Context: an optimization exercise on an open-source flow, tuned for small area, a short achievable clock period and few clock cycles. The choices shown serve that exercise and are no tape-out recipe. The RTL was checked by simulation tests, not by an equivalence proof against the original design. Power figures rest on the tool's default switching activity, not on a simulated workload.

[flow/config.mk]
export PLATFORM = sky130hd
export DESIGN_NAME = locknet_rsa
export DESIGN_NICKNAME = locknet_rsa
export VERILOG_FILES = /design/flow/design.v
export SDC_FILE = /design/flow/constraint.sdc
export NUM_CORES = 4
export LEC_CHECK = 0
export ABC_CLOCK_PERIOD_IN_PS = 4000
export CAP_MARGIN = 20
export CORE_MARGIN = 2
export CORE_UTILIZATION = 65
export CTS_BUF_LIST = sky130_fd_sc_hd__clkbuf_8
export CTS_CLUSTER_SIZE = 20
export PLACE_DENSITY = 0.75
export SETUP_SLACK_MARGIN = 4.6
export SLEW_MARGIN = 20
[flow/constraint.sdc]
create_clock -name core_clock -period 10.0 [get_ports {PCLK}]
set_input_delay 2.0000 -clock core_clock [delete_from_list [all_inputs] [get_ports {PCLK}]]
set_output_delay 2.0000 -clock core_clock [all_outputs]
set_load 0.01 [all_outputs]
[flow/design.v]
module MonMult #(parameter W = 4) (
    input  [65:0]  s_in,
    input  [65:0]  c_in,
    input  [W-1:0] a,
    input          q0,               
    input  [64:0]  B,
    input  [63:0]  M,
    output [65:0]  s_out,
    output [65:0]  c_out
);
reg [66:0] s, c, ab, ts, tc, qm, us, uc;
reg q, qp;
integer j;
always @* begin
    s  = {1'b0, s_in};
    c  = {1'b0, c_in};
    qp = 1'b0;
    for (j = 0; j < W; j = j + 1) begin
        if (j == 0)
            q = q0;
        else
            q = ts[1] ^ tc[1] ^ (a[j] & B[0]) ^ (qp & ~M[1]);
        ab = a[j] ? {2'b0, B} : 67'd0;
        ts = s ^ c ^ ab;
        tc = {((s[65:0] & c[65:0]) | (s[65:0] & ab[65:0]) | (c[65:0] & ab[65:0])), 1'b0};
        qm = q ? {3'b0, M} : 67'd0;
        us = ts ^ tc ^ qm;
        uc = {((ts[65:0] & tc[65:0]) | (ts[65:0] & qm[65:0]) | (tc[65:0] & qm[65:0])), 1'b0};
        s  = {1'b0, us[66:1]};
        c  = {1'b0, uc[66:1]};
        qp = q;
    end
end
assign s_out = s[65:0];
assign c_out = c[65:0];
endmodule
module rsa #(parameter W = 4) (
    input             clk,
    input             nreset,
    input             wr_bs,
    input             wr_msg,
    input             wr_mod,
    input             wr_exp,
    input             wr_res,
    input             wr_ctl,
    input      [31:0] wdata,
    input      [7:0]  raddr,
    output     [31:0] rdata,
    output            fabint
);
localparam NC = (66 + W - 1) / W;    
localparam K  = NC * W;              
localparam ST_IDLE = 7'b0000001;
localparam ST_LOAD = 7'b0000010;    
localparam ST_DBL  = 7'b0000100;    
localparam ST_MM   = 7'b0001000;    
localparam ST_FIN  = 7'b0010000;    
localparam ST_RED  = 7'b0100000;    
localparam ST_DONE = 7'b1000000;
localparam K_SQ   = 3'd0;           
localparam K_MUL  = 3'd1;           
localparam K_MUL3 = 3'd2;           
localparam K_MULP = 3'd3;           
localparam K_OUT  = 3'd4;           
localparam PL_NONE = 2'd0;          
localparam PL_W1   = 2'd1;          
localparam PL_M3   = 2'd2;          
localparam PL_P    = 2'd3;          
reg        bs;
reg        flag;
reg        done;
reg [6:0]  st;
reg [2:0]  kind;
reg [1:0]  plan;
reg        w11;                     
reg [6:0]  cnt;
reg [5:0]  idx;                     
reg        none;                    
reg        found;
reg [64:0] acc;
reg [63:0] xb;
reg [64:0] x3;
reg [65:0] ss, sc;
reg [W-1:0] a_sl;
reg        q0;
wire [63:0] msg, M, E;
rsa_ram ram_0(
    .clk(clk), .bs(bs),
    .wr_msg(wr_msg), .wr_mod(wr_mod), .wr_exp(wr_exp),
    .wdata(wdata),
    .msg(msg), .mod(M), .ex(E));
wire [65:0] s_nx, c_nx;
MonMult #(.W(W)) mm_0(
    .s_in(ss), .c_in(sc), .a(a_sl), .q0(q0), .B(acc), .M(M),
    .s_out(s_nx), .c_out(c_nx));
wire        dbl  = st[2];
wire        rst_ = st[5];
wire        sub  = dbl | rst_;
wire [64:0] X    = dbl ? {acc[63:0], 1'b0} : acc;
wire [65:0] P    = {1'b0, ss[64:0] | (X & {65{sub}})};
wire [65:0] Q    = sub ? {2'b11, ~M} : {1'b0, sc[64:0]};
wire [65:0] R    = P + Q + {65'd0, sub};
wire [64:0] sum  = R[64:0];
wire [63:0] red  = R[65] ? X[63:0] : R[63:0];
wire ebit    = E[idx];
wire found_n = found | ebit;
wire dbl_end = st[2] && (cnt == K - 1);
wire mm_end  = st[3] && (cnt == NC - 1);
wire last    = (idx == 6'd0);
reg [2:0] kind_n;
reg [1:0] plan_n;
reg       take;                     
always @* begin
    kind_n = K_SQ;
    plan_n = PL_NONE;
    take   = 1'b0;
    if (st[2]) begin
        if (last) begin
            kind_n = K_OUT;
        end else begin
            plan_n = PL_P;
            take   = 1'b1;
        end
    end else if (kind == K_SQ && plan == PL_P) begin
        kind_n = K_MULP;
        take   = 1'b1;
    end else if (kind == K_SQ && plan == PL_W1) begin
        if (!none && ebit) begin
            plan_n = PL_M3;
            take   = 1'b1;
        end else begin
            kind_n = K_MUL;
        end
    end else if (kind == K_SQ && plan == PL_M3) begin
        kind_n = K_MUL3;
    end else begin
        if (none) begin
            kind_n = K_OUT;
        end else begin
            plan_n = ebit ? PL_W1 : PL_NONE;
            take   = 1'b1;
        end
    end
end
wire       acc_we  = !(kind == K_MULP && !w11);
wire [64:0] acc_fin = acc_we ? sum : acc;
wire [K+W-1:0] a_acc = acc;
wire [K+W-1:0] a_xb  = xb;
wire [K+W-1:0] a_x3  = x3;
wire [4:0]     a_ix  = cnt[4:0] + 5'd1;
wire [W-1:0]   a_one = 1;
reg  [W-1:0]   a_sl_n;
always @* begin
    if (st[3])
        case (kind)
        K_SQ:    a_sl_n = a_acc[a_ix*W +: W];
        K_MUL,
        K_MULP:  a_sl_n = a_xb[a_ix*W +: W];
        K_MUL3:  a_sl_n = a_x3[a_ix*W +: W];
        default: a_sl_n = {W{1'b0}};
        endcase
    else if (st[4])
        case (kind_n)
        K_SQ:    a_sl_n = acc_fin[W-1:0];
        K_MUL,
        K_MULP:  a_sl_n = xb[W-1:0];
        K_MUL3:  a_sl_n = x3[W-1:0];
        default: a_sl_n = a_one;
        endcase
    else
        a_sl_n = (kind_n == K_SQ) ? red[W-1:0] : a_one;
end
wire b0_n = st[3] ? acc[0] : st[4] ? acc_fin[0] : red[0];
always @(posedge clk) begin
    a_sl <= a_sl_n;
    q0   <= (st[3] ? (s_nx[0] ^ c_nx[0]) : 1'b0) ^ (a_sl_n[0] & b0_n);
end
always @(posedge clk) begin
    if (st[3]) begin
        ss <= s_nx;
        sc <= c_nx;
    end else begin
        ss <= 66'd0;
        sc <= 66'd0;
    end
end
always @(posedge clk) begin
    case (1'b1)
    st[1]: begin
        acc   <= {1'b0, msg};
        cnt   <= 7'd0;
        idx   <= 6'd63;
        none  <= 1'b0;
        found <= 1'b0;
    end
    st[2]: begin
        acc <= {1'b0, red};
        xb  <= red;
        cnt <= cnt + 7'd1;
        if (!found) begin
            if (ebit)
                found <= 1'b1;
            else if (!last)
                idx <= idx - 6'd1;
        end
        if (dbl_end) begin
            cnt  <= 7'd0;
            kind <= kind_n;
            plan <= plan_n;
            if (!found_n)
                acc <= 65'd1;            
            else if (take)
                idx <= idx - 6'd1;
        end
    end
    st[3]: begin
        cnt <= cnt + 7'd1;
    end
    st[4]: begin
        if (acc_we)
            acc <= sum;
        if (kind == K_MULP)
            x3 <= sum;
        if (kind == K_SQ && plan == PL_P)
            w11 <= ebit;
        cnt  <= 7'd0;
        kind <= kind_n;
        plan <= plan_n;
        if (take) begin
            if (last)
                none <= 1'b1;
            else
                idx <= idx - 6'd1;
        end
    end
    st[5]: begin
        acc <= {1'b0, red};
    end
    default: ;
    endcase
end
wire op_wr = wr_msg | wr_mod | wr_exp | wr_res;
wire start = wr_ctl &  wdata[0];
wire stop  = wr_ctl & ~wdata[0];
always @(posedge clk) begin
    if (!nreset) begin
        bs   <= 1'b0;
        flag <= 1'b0;
        done <= 1'b0;
        st   <= ST_IDLE;
    end else begin
        if (wr_bs)
            bs <= wdata[0];
        if (op_wr | stop) begin
            flag <= 1'b0;
            done <= 1'b0;
            st   <= ST_IDLE;
        end else if (start) begin
            flag <= 1'b1;
            done <= 1'b0;
            st   <= ST_LOAD;
        end else begin
            case (1'b1)
            st[1]:   st <= ST_DBL;
            st[2]:   if (dbl_end) begin
                         if (!found_n) begin
                             done <= 1'b1;
                             st   <= ST_DONE;
                         end else
                             st <= ST_MM;
                     end
            st[3]:   if (mm_end) st <= ST_FIN;
            st[4]:   st <= (kind == K_OUT) ? ST_RED : ST_MM;
            st[5]:   begin
                         done <= 1'b1;
                         st   <= ST_DONE;
                     end
            default: ;
            endcase
        end
    end
end
assign fabint = done;
assign rdata = ~raddr[5] ? {31'd0, flag} :
                raddr[2] ? {31'd0, done} :
                (bs ? acc[63:32] : acc[31:0]);
endmodule
module rsa_ram(
    input             clk,
    input             bs,
    input             wr_msg,
    input             wr_mod,
    input             wr_exp,
    input      [31:0] wdata,
    output reg [63:0] msg,
    output reg [63:0] mod,
    output reg [63:0] ex
);
always @(posedge clk) begin
    if (wr_msg & ~bs) msg[31:0]  <= wdata;
    if (wr_msg &  bs) msg[63:32] <= wdata;
    if (wr_mod & ~bs) mod[31:0]  <= wdata;
    if (wr_mod &  bs) mod[63:32] <= wdata;
    if (wr_exp & ~bs) ex[31:0]   <= wdata;
    if (wr_exp &  bs) ex[63:32]  <= wdata;
end
endmodule
module locknet_rsa(
    input         PCLK,
    input         PRESETN,
    input         PSEL,
    input         PENABLE,
    input         PWRITE,
    input  [7:0]  PADDR,
    input  [31:0] PWDATA,
    output [31:0] PRDATA,
    output        PREADY,
    output        PSLVERR,
    output        FABINT
);
assign PREADY  = 1'b1;
assign PSLVERR = 1'b0;
wire wr   = PSEL & PENABLE & PWRITE;
wire wsel = wr & (PADDR[7:5] == 3'b000) & (PADDR[1:0] == 2'b00);
rsa rsa_0(
    .clk(PCLK),
    .nreset(PRESETN),
    .wr_bs (wsel & (PADDR[4:2] == 3'b010)),    
    .wr_msg(wsel & (PADDR[4:2] == 3'b011)),    
    .wr_mod(wsel & (PADDR[4:2] == 3'b100)),    
    .wr_exp(wsel & (PADDR[4:2] == 3'b101)),    
    .wr_res(wsel & (PADDR[4:2] == 3'b110)),    
    .wr_ctl(wsel & (PADDR[4:2] == 3'b111)),    
    .wdata(PWDATA),
    .raddr(PADDR),
    .rdata(PRDATA),
    .fabint(FABINT)
);
endmodule
[flow/run.sh]
#!/bin/bash
# synth_recipe.tcl (not shown) runs the flow's synth.tcl, then flattens the netlist and writes it again
# the make line also repeats each setting of config.mk as NAME=value (left out here)
make -C /OpenROAD-flow-scripts/flow DESIGN_CONFIG=/design/flow/config.mk WORK_HOME=/design/flow/orfs CLKGATE_MAP_FILE= SYNTH_SCRIPT=/design/flow/synth_recipe.tcl finish
==> notes.md, run 1 <==
# TYPE chip_impl_metric gauge
chip_impl_metric{name="critPathRequiredTime",unit="ps"} 10600
chip_impl_metric{name="synth.cell_area",unit="µm²"} 42200
chip_impl_metric{name="first_global_vias",unit=""} 33200
chip_impl_metric{name="synth_seq_area_share",unit="%"} 35.5
chip_impl_metric{name="post_dp_cell_area",unit="µm²"} 43400
chip_impl_info{name="start_kind",value="register"} 1
chip_impl_metric{name="areaGrowthSynthToFinish",unit="%"} 9.06
chip_impl_metric{name="initialDrtViolationCount",unit=""} 4534
chip_impl_metric{name="grt_max_degree",unit=""} 79
chip_impl_metric{name="fin_skew",unit="ps"} 43.4
chip_impl_metric{name="post_synth_inst_count",unit=""} 3928
chip_impl_metric{name="cts_max_level",unit=""} 3
chip_impl_info{name="tritoncts",value="done"} 1
chip_impl_metric{name="postRouteAntennaNets",unit=""} 0
chip_impl_metric{name="route.detailed.wl_per_inst",unit="µm"} 30.5
chip_impl_metric{name="asyncSetResetFlopFracSynth",unit="%"} 0
chip_impl_metric{name="finalCriticalPeriod",unit="ps"} 5460
chip_impl_metric{name="drive_gt1_share",unit="%"} 8.01
chip_impl_metric{name="rrSetupSlack",unit="ps"} 4540
chip_impl_metric{name="initial_antenna_violation_count",unit=""} 16
chip_impl_metric{name="multi_input_comb_area",unit="µm²"} 25200
chip_impl_metric{name="timing_hold_violations_final",unit=""} 0
chip_impl_metric{name="powerDensity",unit="nW/µm²"} 102
chip_impl_metric{name="grtUsageTotal",unit="%"} 44.6
chip_impl_metric{name="detail_routed_via_count_per_cell",unit=""} 6.74
chip_impl_metric{name="stdcell_area",unit="µm²"} 46000
chip_impl_metric{name="ff_latch_area",unit="µm²"} 15000
chip_impl_metric{name="drc_errors",unit=""} 0
chip_impl_metric{name="synth_enable_flop_cells",unit=""} 391
chip_impl_metric{name="timing_max_transition_violations_final",unit=""} 0
chip_impl_metric{name="finish.utilization",unit="%"} 71.5
chip_impl_info{name="crit_path_to",value="rsa_0.ss[29]"} 1
chip_impl_metric{name="wl",unit="mm"} 148
chip_impl_metric{name="place.gp.congestion",unit=""} 1.01
chip_impl_info{name="r2r-start",value="rsa_0.a_sl[0]"} 1
chip_impl_info{name="most_common_cell_after_layout_fill_and_taps_aside",value="sky130_fd_sc_hd__nand2_1"} 1
chip_impl_metric{name="finalHoldWorstSlack",unit="ps"} 495
chip_impl_metric{name="port_buffers",unit=""} 77
chip_impl_metric{name="floorplan.core_area",unit="µm²"} 64300
chip_impl_info{name="cp-end-kind",value="register"} 1
chip_impl_info{name="timing.critical_path.from",value="rsa_0.a_sl[0]"} 1
chip_impl_metric{name="clock-sinks",unit=""} 552
chip_impl_metric{name="yosys.cell_types.count",unit=""} 88
chip_impl_metric{name="ff2ff_path_depth",unit=""} 14
chip_impl_info{name="commonest_cells_after_routing_fill_and_taps_aside",value="sky130_fd_sc_hd__nand2_1 (566), sky130_fd_sc_hd__fa_1 (509), sky130_fd_sc_hd__inv_1 (393)"} 1
chip_impl_metric{name="num-fill-cells",unit=""} 4643
chip_impl_metric{name="fin_tns_setup",unit="ps"} 0
chip_impl_metric{name="core_rows",unit=""} 93
chip_impl_info{name="worstSetupPathType",value="reg -> reg"} 1
chip_impl_metric{name="p_total",unit="mW"} 4.69
chip_impl_metric{name="worst_setup_hold_path_clk_slew",unit="ps"} 60
chip_impl_metric{name="maxSlewHeadroom",unit="%"} 10.9
chip_impl_metric{name="synthesized_area_per_cell",unit="µm²"} 10.7
chip_impl_metric{name="worst_case_vdd_ir_drop",unit="µV"} 127
chip_impl_info{name="rsz0062_at_grt",value="true"} 1
chip_impl_metric{name="dp.final_hpwl",unit="mm"} 98.3
chip_impl_metric{name="final-setup-viol-count",unit=""} 0
chip_impl_metric{name="grt.overflow.total",unit=""} 0
chip_impl_metric{name="vias",unit=""} 32700
chip_impl_metric{name="io_pins",unit=""} 80
chip_impl_metric{name="synth-seq-cells",unit=""} 552
chip_impl_metric{name="min_path_cells",unit=""} 2
chip_impl_metric{name="fp.dieW",unit="µm"} 259
chip_impl_metric{name="starting_density_of_the_core",unit="%"} 65.6
chip_impl_metric{name="numCtsBuffers",unit=""} 94
chip_impl_metric{name="critical_path_peak_fanout",unit=""} 25
chip_impl_info{name="min_delay_worst_type",value="reg -> reg"} 1
chip_impl_metric{name="synth_warnings",unit=""} 3
chip_impl_metric{name="die_y",unit="µm"} 259
chip_impl_metric{name="layout.nets",unit=""} 4546
chip_impl_metric{name="worstSkewPairLatency",unit="ps"} 740
chip_impl_info{name="dominantRegCellSynth",value="sky130_fd_sc_hd__edfxtp_1"} 1
chip_impl_metric{name="worst_ep_arrival_time",unit="ps"} 6060
chip_impl_metric{name="worst_margin_slew",unit="ps"} 1320
chip_impl_metric{name="layout_worst_path_cycle_share",unit="%"} 54.6
chip_impl_info{name="worstReg2RegEnd",value="rsa_0.ss[29]"} 1
chip_impl_info{name="run_status",value="no timing/DRC/antenna violations"} 1
chip_impl_info{name="cts.root.buffer_cell",value="sky130_fd_sc_hd__clkbuf_8"} 1
chip_impl_metric{name="clk_path_buf_depth",unit=""} 3
chip_impl_metric{name="max-cap-violations",unit=""} 0
chip_impl_metric{name="static-leakage-power",unit="nW"} 16.5
chip_impl_metric{name="net_count_synth",unit=""} 4572
chip_impl_metric{name="grt_first_pass_wirelength",unit="mm"} 216
chip_impl_metric{name="max_freq",unit="MHz"} 183
chip_impl_metric{name="dieArea",unit="µm²"} 67000
chip_impl_metric{name="drt_pre_antenna_iters",unit=""} 8
==> metal layers <==
layer | track usage, % | vias up | share of wire [%]
met5 | 0 | - | 0.066
met4 | 22.9 | 14 | 6.1
met3 | 16.0 | 511 | 15
met2 | 64.2 | 2510 | 42
met1 | 60.1 | 16400 | 36
li1 | - | 13300 | -
==> where the power goes <==
part / total, mW / leakage [nW] / switching (mW) / internal (mW)
Clock: 2.00 / 1.06 / 1.02 / 0.978
Combinational: 0.254 / 10.6 / 0.161 / 0.0927
Sequential: 2.44 / 4.85 / 0.00886 / 2.43
==> what timing repair did <==
| item | 4_1_cts | 5_1_grt |
|---|---|---|
| setup endpoints to repair | 316 | 185 |
| setup buffers | 23 | 7 |
| pin swaps | 8 | 10 |
| hold buffers | 0 | 0 |
| gates resized for setup | 83 | 39 |
| gates cloned | 6 | 3 |
==> worst max-delay path, cell delays in order, from the launching register on <==
cell and delay (ps):
sky130_fd_sc_hd__dfxtp_4 380, sky130_fd_sc_hd__buf_12 140, sky130_fd_sc_hd__buf_16 180, sky130_fd_sc_hd__and2_1 190
sky130_fd_sc_hd__fa_1 380, sky130_fd_sc_hd__inv_2 150, sky130_fd_sc_hd__fa_2 540, sky130_fd_sc_hd__fa_2 480
sky130_fd_sc_hd__fa_2 690, sky130_fd_sc_hd__fa_2 500, sky130_fd_sc_hd__fa_1 440, sky130_fd_sc_hd__fa_1 420
sky130_fd_sc_hd__inv_1 210, sky130_fd_sc_hd__fa_1 450, sky130_fd_sc_hd__and2_1 170
==> registers in the layout, summed over array words and instances (netlist names), 7 cells and up <==
| signal | count |
|---|---|
| rsa_0.sc | 66 |
| rsa_0.x3 | 65 |
| rsa_0.ss | 66 |
| rsa_0.acc | 65 |
| rsa_0.xb | 64 |
| rsa_0.ram_0.ex | 64 |
| rsa_0.cnt | 7 |
| rsa_0.ram_0.msg | 64 |
| rsa_0.ram_0.mod | 64 |
==> synth_stat cells (20+ instances only) <==
| library cell | count | area, µm² |
|---|---|---|
| sky130_fd_sc_hd__nand2_1 | 567 | 2130 |
| sky130_fd_sc_hd__fa_1 | 517 | 10300 |
| sky130_fd_sc_hd__edfxtp_1 | 391 | 11700 |
| sky130_fd_sc_hd__inv_1 | 351 | 1320 |
| sky130_fd_sc_hd__and2_1 | 274 | 1710 |
| sky130_fd_sc_hd__clkbuf_1 | 218 | 818 |
| sky130_fd_sc_hd__nor2_1 | 214 | 803 |
| sky130_fd_sc_hd__a21oi_1 | 180 | 901 |
| sky130_fd_sc_hd__dfxtp_1 | 161 | 3220 |
| sky130_fd_sc_hd__mux2i_1 | 137 | 1370 |
| sky130_fd_sc_hd__o21ai_0 | 103 | 515 |
| sky130_fd_sc_hd__ha_1 | 82 | 1030 |
| sky130_fd_sc_hd__a221o_1 | 61 | 611 |
| sky130_fd_sc_hd__a221oi_1 | 44 | 385 |
| sky130_fd_sc_hd__a22oi_1 | 43 | 323 |
| sky130_fd_sc_hd__a21o_1 | 40 | 300 |
| sky130_fd_sc_hd__xnor2_1 | 38 | 333 |
| sky130_fd_sc_hd__xor2_1 | 36 | 315 |
| sky130_fd_sc_hd__buf_1 | 31 | 116 |
| sky130_fd_sc_hd__mux4_2 | 31 | 698 |
| sky130_fd_sc_hd__a31oi_1 | 30 | 188 |
| sky130_fd_sc_hd__nand3_1 | 29 | 145 |
| sky130_fd_sc_hd__nor3_1 | 24 | 120 |
| sky130_fd_sc_hd__o21bai_1 | 24 | 180 |
| sky130_fd_sc_hd__nand4_1 | 22 | 138 |
| sky130_fd_sc_hd__nand2b_1 | 20 | 125 |
| sky130_fd_sc_hd__nor2b_1 | 20 | 125 |
==> final cells by class <==
type                            count  share of cell area [%]
Inverter                          354                    2.90
Multi-Input combinational cell   2745                    54.7
Tap cell                          855                    2.32
Clock buffer                      100                    2.99
Clock inverter                     78                   0.843
Antenna cell                        9                  0.0489
Timing Repair Buffer              155                    3.68
Sequential cell                   552                    32.6
==> worst min-delay path by stage <==
stage	from	to	slack, ps
global route	rsa_0.ram_0.msg[0]	rsa_0.acc[0]	530
finish	rsa_0.ram_0.msg[31]	rsa_0.acc[31]	490
floorplan	rsa_0.idx[4]	rsa_0.idx[4]	480
CTS	rsa_0.ram_0.msg[31]	rsa_0.acc[31]	510
global placement	rsa_0.ram_0.msg[35]	rsa_0.acc[35]	510
detailed placement	rsa_0.ram_0.msg[0]	rsa_0.acc[0]	500
==> stage by stage <==
stage / worst slack [ps] / std cells
after floorplan: 4640 / 3928
after global placement: 2770 / 4621
after detailed placement: 3130 / 4621
after CTS: 4600 / 4828
after global routing: 4470 / 4841
final: 4540 / 4848
==> logic make-up (layout without fill, tap and decap cells) <==
family	after synthesis	count (layout)	synth area share, %
AND/OR/NAND/NOR	1221	1223	13.5
flip-flops	552	552	35.5
XOR/XNOR	74	74	1.54
multiplexers	201	201	6.18
buffers and inverters	633	687	5.90
other	2	11	0.0178
adder cells (fa/ha/maj)	599	599	27.0
AO/OA/AOI/OAI	646	646	10.5
Testbench counts, summed over its fixed seeds: cycles 25,460.
==> run 2, diff against run 1 <==
--- a/flow/config.mk
+++ b/flow/config.mk
@@ -12,5 +12,5 @@
 export CTS_BUF_LIST = sky130_fd_sc_hd__clkbuf_8
 export CTS_CLUSTER_SIZE = 20
 export PLACE_DENSITY = 0.75
-export SETUP_SLACK_MARGIN = 4.6
+export SETUP_SLACK_MARGIN = 5
 export SLEW_MARGIN = 20
==> notes.md, run 2 <==
# TYPE chip_impl_metric gauge
chip_impl_metric{name="net_count_synth",unit=""} 4572
chip_impl_metric{name="p_total",unit="mW"} 4.71
chip_impl_info{name="endpoint_of_the_worst_hold_path",value="rsa_0.acc[52]"} 1
chip_impl_metric{name="critPathRequiredTime",unit="ps"} 10580
chip_impl_metric{name="timing_hold_violations_final",unit=""} 0
chip_impl_metric{name="max-cap-violations",unit=""} 0
chip_impl_metric{name="placement.setup.worst_slack",unit="ps"} 2980
chip_impl_metric{name="layout_worst_path_cycle_share",unit="%"} 53.2
chip_impl_metric{name="ff2ff_path_depth",unit=""} 13
chip_impl_info{name="commonest_cells_after_routing_fill_and_taps_aside",value="sky130_fd_sc_hd__nand2_1 (550), sky130_fd_sc_hd__fa_1 (470), sky130_fd_sc_hd__edfxtp_1 (391)"} 1
chip_impl_metric{name="fin_skew",unit="ps"} 34.8
chip_impl_info{name="layout_top_registers",value="rsa_0.sc x66, rsa_0.ss x66"} 1
chip_impl_metric{name="timing_max_transition_violations_final",unit=""} 0
chip_impl_metric{name="powerDensity",unit="nW/µm²"} 98.9
chip_impl_metric{name="synth_warnings",unit=""} 3
chip_impl_info{name="synthTopCellsByCount",value="sky130_fd_sc_hd__nand2_1 (567), sky130_fd_sc_hd__fa_1 (517), sky130_fd_sc_hd__edfxtp_1 (391), sky130_fd_sc_hd__inv_1 (351), sky130_fd_sc_hd__and2_1 (274)"} 1
chip_impl_metric{name="grtUsageTotal",unit="%"} 44.9
chip_impl_metric{name="clock-sinks",unit=""} 552
chip_impl_metric{name="drc_errors",unit=""} 0
chip_impl_metric{name="max_freq",unit="MHz"} 188
chip_impl_info{name="worstReg2RegEnd",value="rsa_0.q0"} 1
chip_impl_metric{name="port_buffers",unit=""} 77
chip_impl_metric{name="worst_case_vdd_ir_drop",unit="µV"} 128
chip_impl_metric{name="worst_ep_arrival_time",unit="ps"} 5900
chip_impl_metric{name="finalCriticalPeriod",unit="ps"} 5320
chip_impl_info{name="r2r-start",value="rsa_0.acc[3]"} 1
chip_impl_info{name="min_delay_worst_type",value="reg -> reg"} 1
chip_impl_metric{name="grt_max_degree",unit=""} 95
chip_impl_metric{name="dieArea",unit="µm²"} 67000
chip_impl_metric{name="starting_density_of_the_core",unit="%"} 65.6
chip_impl_metric{name="min_path_cells",unit=""} 1
chip_impl_metric{name="core_rows",unit=""} 93
chip_impl_info{name="synthMostInstantiatedCell",value="sky130_fd_sc_hd__nand2_1"} 1
chip_impl_metric{name="synth.area.mux_share",unit="%"} 6.18
chip_impl_info{name="min-delay-start",value="rsa_0.ram_0.msg[52]"} 1
chip_impl_metric{name="place.gp.congestion",unit=""} 0.992
chip_impl_metric{name="maxSlewHeadroom",unit="%"} 17.8
chip_impl_info{name="dominant_combinational_cell_family_by_area_after_synthesis",value="adder cells"} 1
chip_impl_metric{name="drt_pre_antenna_iters",unit=""} 9
chip_impl_info{name="most_common_cell_after_layout_fill_and_taps_aside",value="sky130_fd_sc_hd__nand2_1"} 1
chip_impl_metric{name="yosys.cell_types.count",unit=""} 88
chip_impl_metric{name="post_synth_inst_count",unit=""} 3928
chip_impl_metric{name="initialDrtViolationCount",unit=""} 5452
chip_impl_metric{name="floorplan.core_area",unit="µm²"} 64300
chip_impl_metric{name="dp.final_hpwl",unit="mm"} 97.6
chip_impl_metric{name="num-fill-cells",unit=""} 4479
chip_impl_metric{name="rrSetupSlack",unit="ps"} 4680
chip_impl_metric{name="fp.dieW",unit="µm"} 259
chip_impl_metric{name="grt.overflow.total",unit=""} 0
chip_impl_info{name="tritoncts",value="done"} 1
chip_impl_info{name="cp-end-kind",value="register"} 1
chip_impl_metric{name="stdcell_area",unit="µm²"} 47600
chip_impl_metric{name="io_pins",unit=""} 80
chip_impl_metric{name="cts_hold_buf",unit=""} 0
chip_impl_metric{name="synth-simple-area-share",unit="%"} 13.5
chip_impl_metric{name="synth-seq-cells",unit=""} 552
chip_impl_metric{name="fin_tns_setup",unit="ps"} 0
chip_impl_metric{name="asyncSetResetFlopFracSynth",unit="%"} 0
chip_impl_metric{name="post_synth_xor_area_fraction",unit="%"} 1.54
chip_impl_metric{name="grt_first_pass_wirelength",unit="mm"} 218
chip_impl_metric{name="synth_seq_area_share",unit="%"} 35.5
chip_impl_metric{name="detail_routed_via_count_per_cell",unit=""} 6.87
chip_impl_metric{name="synth.cell_area",unit="µm²"} 42200
chip_impl_info{name="start_kind",value="register"} 1
chip_impl_metric{name="layout.nets",unit=""} 4623
chip_impl_metric{name="worst_setup_hold_path_clk_slew",unit="ps"} 60
chip_impl_metric{name="static-leakage-power",unit="nW"} 17.1
chip_impl_metric{name="cts_max_level",unit=""} 3
chip_impl_metric{name="vias",unit=""} 33800
chip_impl_metric{name="die_y",unit="µm"} 259
chip_impl_info{name="dominantRegCellSynth",value="sky130_fd_sc_hd__edfxtp_1"} 1
chip_impl_metric{name="postLayoutSetupSlackWorst",unit="ps"} 4680
chip_impl_metric{name="worst_margin_slew",unit="ps"} 1220
chip_impl_metric{name="post_dp_cell_area",unit="µm²"} 43500
chip_impl_info{name="worstSetupPathType",value="reg -> reg"} 1
chip_impl_metric{name="first_global_vias",unit=""} 33700
chip_impl_info{name="synth.top_cells.by_area",value="sky130_fd_sc_hd__edfxtp_1 (28%), sky130_fd_sc_hd__fa_1 (25%), sky130_fd_sc_hd__dfxtp_1 (7.6%)"} 1
chip_impl_metric{name="finish.utilization",unit="%"} 74.0
chip_impl_metric{name="clk_path_buf_depth",unit=""} 3
chip_impl_metric{name="worstSkewPairLatency",unit="ps"} 750
chip_impl_metric{name="yosys.area.top_type_share",unit="%"} 27.8
chip_impl_metric{name="final-setup-viol-count",unit=""} 0
chip_impl_metric{name="postRouteAntennaNets",unit=""} 0
chip_impl_metric{name="critical_path_peak_fanout",unit=""} 2
chip_impl_info{name="synthDominantAreaCellType",value="sky130_fd_sc_hd__edfxtp_1"} 1
chip_impl_info{name="rsz0062_at_grt",value="true"} 1
chip_impl_metric{name="synth-adder-area-share",unit="%"} 27.0
chip_impl_info{name="run_status",value="no timing/DRC/antenna violations"} 1
chip_impl_metric{name="numCtsBuffers",unit=""} 98
chip_impl_metric{name="synthesized_area_per_cell",unit="µm²"} 10.7
chip_impl_metric{name="route.detailed.wl_per_inst",unit="µm"} 31.4
chip_impl_metric{name="synth_enable_flop_cells",unit=""} 391
chip_impl_metric{name="drive_gt1_share",unit="%"} 13.5
chip_impl_metric{name="synthesized_area_fraction_occupied_by_ao_oa_aoi_and_oai_cells",unit="%"} 10.5
chip_impl_metric{name="areaGrowthSynthToFinish",unit="%"} 12.9
chip_impl_metric{name="initial_antenna_violation_count",unit=""} 9
chip_impl_info{name="cts.root.buffer_cell",value="sky130_fd_sc_hd__clkbuf_8"} 1
chip_impl_metric{name="wl",unit="mm"} 155
run 2: cell counts after synthesis:
Identical to the previous run, type by type.
run 2: cells by family (layout without fill, tap and decap cells):
kind of cell,count (synthesis),count (layout)
AO/OA/AOI/OAI,646,646
XOR/XNOR,74,74
adder cells (fa/ha/maj),599,599
buffers and inverters,633,768
flip-flops,552,552
multiplexers,201,201
other,2,12
AND/OR/NAND/NOR,1221,1222
run 2: repair_timing:
action | in CTS | in global routing
endpoints found under the setup margin | 342 | 196
buffers inserted | 29 | 46
gates resized for setup | 137 | 184
cloned | 9 | 17
pin swaps | 31 | 49
run 2: worst max path at each step:
| stage | start | endpoint | slack, ps | depth (start not counted) |
|---|---|---|---|---|
| after floorplan | PADDR[5] | rsa_0.ram_0.msg[32] | 4890 | 5 |
| after global placement | rsa_0.st[2] | rsa_0.acc[37] | 3080 | 16 |
| after detailed placement | rsa_0.st[2] | rsa_0.acc[37] | 2980 | 16 |
| after CTS | rsa_0.acc[2] | rsa_0.q0 | 4620 | 16 |
| after global routing | rsa_0.acc[1] | rsa_0.ss[24] | 4590 | 15 |
| final | rsa_0.acc[3] | rsa_0.q0 | 4680 | 13 |
run 2: power by group:
part,total (mW),switching (mW),internal (mW)
logic,0.270,0.172,0.0974
clock network,2.00,1.04,0.956
registers,2.44,0.00644,2.43
total,4.71,1.22,3.49
run 2: cell type report:
type	count	area, µm²	share of cell area, %
well taps	855	1070	2.25
clock inverters	83	384	0.806
repair buffers	228	2710	5.69
inverters	354	1350	2.82
multi-input cells	2744	25700	53.9
diodes	10	25.0	0.0525
repair inverters	1	8.76	0.0184
clock buffers	102	1400	2.95
flip-flops and latches	552	15000	31.5
run 2: per-layer routing:
layer	GRT usage [%]	vias to the layer above	routed length [µm]
met2	65.4	3027	65400
met5	0	-	48
met3	14.2	638	25200
met4	23.1	6	10800
met1	61.2	16800	53300
li1	-	13400	-
run 2: per-stage QoR:
| step | hold WS [ps] | instances |
|---|---|---|
| 6_report | 526 | 4929 |
| 5_1_grt | 533 | 4920 |
| 4_1_cts | 514 | 4854 |
| 3_5_place_dp | 508 | 4631 |
| 3_3_place_gp | 500 | 4631 |
| 2_1_floorplan | 481 | 3928 |
run 2: worst max-delay path: stages, from the launching register on:
cell and delay [ps]:
sky130_fd_sc_hd__edfxtp_1 530, sky130_fd_sc_hd__and2_4 210, sky130_fd_sc_hd__fa_1 510, sky130_fd_sc_hd__fa_1 460
sky130_fd_sc_hd__fa_1 510, sky130_fd_sc_hd__fa_1 430, sky130_fd_sc_hd__fa_2 590, sky130_fd_sc_hd__inv_2 60
sky130_fd_sc_hd__fa_2 380, sky130_fd_sc_hd__fa_2 600, sky130_fd_sc_hd__fa_2 480, sky130_fd_sc_hd__xnor2_2 200
sky130_fd_sc_hd__xnor2_1 160, sky130_fd_sc_hd__a21oi_2 70
==> run 3, diff against run 2 <==
--- a/flow/config.mk
+++ b/flow/config.mk
@@ -10,7 +10,7 @@
 export CORE_MARGIN = 2
 export CORE_UTILIZATION = 65
 export CTS_BUF_LIST = sky130_fd_sc_hd__clkbuf_8
-export CTS_CLUSTER_SIZE = 20
+export CTS_CLUSTER_SIZE = 30
 export PLACE_DENSITY = 0.75
-export SETUP_SLACK_MARGIN = 5
+export SETUP_SLACK_MARGIN = 4.8
 export SLEW_MARGIN = 20
==> notes.md, run 3 <==
# TYPE chip_impl_metric gauge
chip_impl_metric{name="synthesized_area_per_cell",unit="µm²"} 10.7
chip_impl_metric{name="clock-sinks",unit=""} 552
chip_impl_metric{name="drive_gt1_share",unit="%"} 13.9
chip_impl_metric{name="timing_hold_violations_final",unit=""} 0
chip_impl_metric{name="cts_max_level",unit=""} 3
chip_impl_metric{name="grt_first_pass_wirelength",unit="mm"} 221
chip_impl_info{name="cts.root.buffer_cell",value="sky130_fd_sc_hd__clkbuf_8"} 1
chip_impl_info{name="dominantRegCellSynth",value="sky130_fd_sc_hd__edfxtp_1"} 1
chip_impl_metric{name="dp.final_hpwl",unit="mm"} 98.6
chip_impl_metric{name="max-cap-violations",unit=""} 0
chip_impl_metric{name="ff2ff_path_depth",unit=""} 18
chip_impl_metric{name="synth_seq_area_share",unit="%"} 35.5
chip_impl_metric{name="fin_tns_setup",unit="ps"} 0
chip_impl_info{name="synth.top_cells.by_area",value="sky130_fd_sc_hd__edfxtp_1 (28%), sky130_fd_sc_hd__fa_1 (25%), sky130_fd_sc_hd__dfxtp_1 (7.6%)"} 1
chip_impl_metric{name="drt_pre_antenna_iters",unit=""} 8
chip_impl_info{name="layout_top_registers",value="rsa_0.sc x66, rsa_0.ss x66"} 1
chip_impl_metric{name="post_synth_xor_area_fraction",unit="%"} 1.54
chip_impl_metric{name="grt_max_degree",unit=""} 114
chip_impl_metric{name="maxSlewHeadroom",unit="%"} 17.8
chip_impl_metric{name="core_rows",unit=""} 93
chip_impl_metric{name="finish.utilization",unit="%"} 74.3
chip_impl_metric{name="layout_worst_path_cycle_share",unit="%"} 53.3
chip_impl_metric{name="starting_density_of_the_core",unit="%"} 65.6
chip_impl_metric{name="grtUsageTotal",unit="%"} 45.8
chip_impl_metric{name="net_count_synth",unit=""} 4572
chip_impl_info{name="worstSetupPathType",value="reg -> reg"} 1
chip_impl_metric{name="synth_enable_flop_cells",unit=""} 391
chip_impl_info{name="start_kind",value="register"} 1
chip_impl_metric{name="clk_path_buf_depth",unit=""} 3
chip_impl_metric{name="synthesized_area_fraction_occupied_by_ao_oa_aoi_and_oai_cells",unit="%"} 10.5
chip_impl_metric{name="worst_setup_hold_path_clk_slew",unit="ps"} 60
chip_impl_metric{name="finalHoldWorstSlack",unit="ps"} 523
chip_impl_metric{name="finalCriticalPeriod",unit="ps"} 5330
chip_impl_metric{name="min_path_cells",unit=""} 2
chip_impl_metric{name="layout.nets",unit=""} 4664
chip_impl_metric{name="yosys.area.top_type_share",unit="%"} 27.8
chip_impl_metric{name="die_y",unit="µm"} 259
chip_impl_metric{name="worstSkewPairLatency",unit="ps"} 750
chip_impl_metric{name="timing_max_transition_violations_final",unit=""} 0
chip_impl_metric{name="first_global_vias",unit=""} 33700
chip_impl_metric{name="synth_warnings",unit=""} 3
chip_impl_metric{name="fin_skew",unit="ps"} 41.1
chip_impl_metric{name="worst_margin_slew",unit="ps"} 1230
chip_impl_metric{name="dieArea",unit="µm²"} 67000
chip_impl_metric{name="wl",unit="mm"} 159
chip_impl_info{name="tritoncts",value="done"} 1
chip_impl_metric{name="fp.dieW",unit="µm"} 259
chip_impl_metric{name="postRouteAntennaNets",unit=""} 0
chip_impl_metric{name="io_pins",unit=""} 80
chip_impl_metric{name="asyncSetResetFlopFracSynth",unit="%"} 0
chip_impl_info{name="rsz0062_at_grt",value="true"} 1
chip_impl_metric{name="static-leakage-power",unit="nW"} 17.3
chip_impl_metric{name="synth.area.mux_share",unit="%"} 6.18
chip_impl_metric{name="initialDrtViolationCount",unit=""} 5170
chip_impl_metric{name="post_dp_cell_area",unit="µm²"} 43400
chip_impl_metric{name="synth-adder-area-share",unit="%"} 27.0
chip_impl_metric{name="powerDensity",unit="nW/µm²"} 101
chip_impl_info{name="dominant_combinational_cell_family_by_area_after_synthesis",value="adder cells"} 1
chip_impl_metric{name="cts_hold_buf",unit=""} 0
chip_impl_metric{name="numCtsBuffers",unit=""} 101
chip_impl_metric{name="synth-simple-area-share",unit="%"} 13.5
chip_impl_info{name="cp-end-kind",value="register"} 1
chip_impl_metric{name="floorplan.core_area",unit="µm²"} 64300
chip_impl_metric{name="stdcell_area",unit="µm²"} 47800
chip_impl_metric{name="post_synth_inst_count",unit=""} 3928
chip_impl_info{name="min_delay_worst_type",value="reg -> reg"} 1
chip_impl_metric{name="vias",unit=""} 34400
chip_impl_metric{name="synth.cell_area",unit="µm²"} 42200
chip_impl_info{name="synthTopCellsByCount",value="sky130_fd_sc_hd__nand2_1 (567), sky130_fd_sc_hd__fa_1 (517), sky130_fd_sc_hd__edfxtp_1 (391), sky130_fd_sc_hd__inv_1 (351), sky130_fd_sc_hd__and2_1 (274)"} 1
chip_impl_metric{name="critical_path_peak_fanout",unit=""} 15
chip_impl_metric{name="initial_antenna_violation_count",unit=""} 17
chip_impl_metric{name="final-setup-viol-count",unit=""} 0
chip_impl_metric{name="worst_case_vdd_ir_drop",unit="µV"} 106
chip_impl_metric{name="port_buffers",unit=""} 77
chip_impl_info{name="synthMostInstantiatedCell",value="sky130_fd_sc_hd__nand2_1"} 1
chip_impl_metric{name="grt.overflow.total",unit=""} 0
chip_impl_metric{name="detail_routed_via_count_per_cell",unit=""} 6.89
chip_impl_metric{name="route.detailed.wl_per_inst",unit="µm"} 31.9
chip_impl_info{name="commonest_cells_after_routing_fill_and_taps_aside",value="sky130_fd_sc_hd__nand2_1 (527), sky130_fd_sc_hd__fa_1 (457), sky130_fd_sc_hd__edfxtp_1 (391)"} 1
chip_impl_metric{name="worst_ep_arrival_time",unit="ps"} 5940
chip_impl_metric{name="drc_errors",unit=""} 0
chip_impl_info{name="run_status",value="no timing/DRC/antenna violations"} 1
chip_impl_metric{name="critPathRequiredTime",unit="ps"} 10610
chip_impl_metric{name="max_freq",unit="MHz"} 188
chip_impl_info{name="synthDominantAreaCellType",value="sky130_fd_sc_hd__edfxtp_1"} 1
chip_impl_metric{name="yosys.cell_types.count",unit=""} 88
chip_impl_metric{name="synth-seq-cells",unit=""} 552
chip_impl_metric{name="areaGrowthSynthToFinish",unit="%"} 13.4
chip_impl_metric{name="place.gp.congestion",unit=""} 1.00
chip_impl_info{name="most_common_cell_after_layout_fill_and_taps_aside",value="sky130_fd_sc_hd__nand2_1"} 1
==> run 3: cell counts after synthesis <==
Identical to the previous run, type by type.
==> run 3: logic make-up after synthesis <==
kind of cell	after synthesis
AND/OR/NAND/NOR	1221
buffers and inverters	633
other	2
adder cells (fa/ha/maj)	599
multiplexers	201
XOR/XNOR	74
flip-flops	552
AO/OA/AOI/OAI	646
==> run 3: stage by stage <==
| stage | cells | worst slack, ps | power (mW) |
|---|---|---|---|
| after floorplan | 3928 | 4810 | 2.61 |
| after global placement | 4627 | 3520 | 2.73 |
| after detailed placement | 4628 | 3430 | 2.73 |
| after CTS | 4857 | 4700 | 4.77 |
| after global routing | 4968 | 4610 | 4.89 |
| final | 4988 | 4670 | 4.81 |
==> run 3: layout make-up <==
type                    instances  area, µm²
inverters                     354       1340
multi-input cells            2744      25500
diodes                         27       67.6
clock inverters                80        377
flip-flops and latches        552      15000
well taps                     855       1070
repair buffers                267       2980
clock buffers                 109       1500
fillers                      4430      16500
==> run 3: worst paths after layout <==
check                 startpoint            end  slack [ps]
max                 rsa_0.acc[1]   rsa_0.ss[26]        4670
min          rsa_0.ram_0.msg[39]  rsa_0.acc[39]         520
max reg2reg         rsa_0.acc[1]   rsa_0.ss[26]        4670
min reg2reg  rsa_0.ram_0.msg[39]  rsa_0.acc[39]         520
==> run 3: what timing repair did <==
action	4_1_cts	5_1_grt
cloned	9	19
pin swaps	19	79
setup endpoints to repair	318	232
setup buffers	31	83
gates resized for setup	102	180
==> run 3: per-layer routing <==
layer  up-vias  routed length [µm]  share of wire [%]  GRT usage, %
li1      13500                   -                  -             -
met1     16900               54400                 34          60.8
met2      3193               67400                 42          66.0
met3       695               26900                 17          16.4
met4        14               10400                6.5          25.6
met5         -                  91              0.057             0
==> run 3: where the power goes <==
group | internal [mW] | switching, mW
sequential | 2.43 | 0.0109
clock | 1.03 | 1.07
combinational | 0.0958 | 0.168
total | 3.56 | 1.25
==> run 3: critical path, stage by stage, from the launching register on <==
cell and delay, ps:
sky130_fd_sc_hd__edfxtp_1 450, sky130_fd_sc_hd__and2_4 200, sky130_fd_sc_hd__fa_1 560, sky130_fd_sc_hd__inv_1 80, sky130_fd_sc_hd__fa_2 330, sky130_fd_sc_hd__inv_2 70, sky130_fd_sc_hd__fa_1 450, sky130_fd_sc_hd__buf_6 150
sky130_fd_sc_hd__ha_4 280, sky130_fd_sc_hd__xor2_4 220, sky130_fd_sc_hd__xnor2_4 170, sky130_fd_sc_hd__buf_12 140, sky130_fd_sc_hd__buf_16 200, sky130_fd_sc_hd__nand2_1 130, sky130_fd_sc_hd__fa_1 640, sky130_fd_sc_hd__fa_1 450
sky130_fd_sc_hd__inv_1 90, sky130_fd_sc_hd__fa_1 400, sky130_fd_sc_hd__and2_1 160

## re-timing with driven ports
In the flow no input, the clock included, has a driving cell. The finished layouts below were timed again as built, in two steps.
Step 1 (the two cells are an assumption about what drives the block):
set clk [get_ports {PCLK}]
set_driving_cell -lib_cell sky130_fd_sc_hd__clkbuf_16 $clk
set_driving_cell -lib_cell sky130_fd_sc_hd__buf_2 [delete_from_list [all_inputs] $clk]
Step 2 moves the port delays by t, midway between the first and last clock arrival at a register: inputs arrive t later, outputs are due t later. That takes back most of the time a late clock gives input paths.
Three values: no drivers, after step 1, after step 2; two values: the first two.
run | t (ns) | setup slack, ns | hold WS [ns] | worst setup path at the end
run 1 | 0.778 | 4.536 / 4.536 / 4.536 | 0.495 / 0.495 / 0.495 | register to register
run 2 | 0.784 | 4.678 / 4.678 / 4.678 | 0.526 / 0.526 / 0.526 | register to register
run 3 | 0.795 | 4.674 / 4.674 / 4.674 | 0.523 / 0.523 / 0.523 | register to register
After both steps every run listed still meets setup and hold.
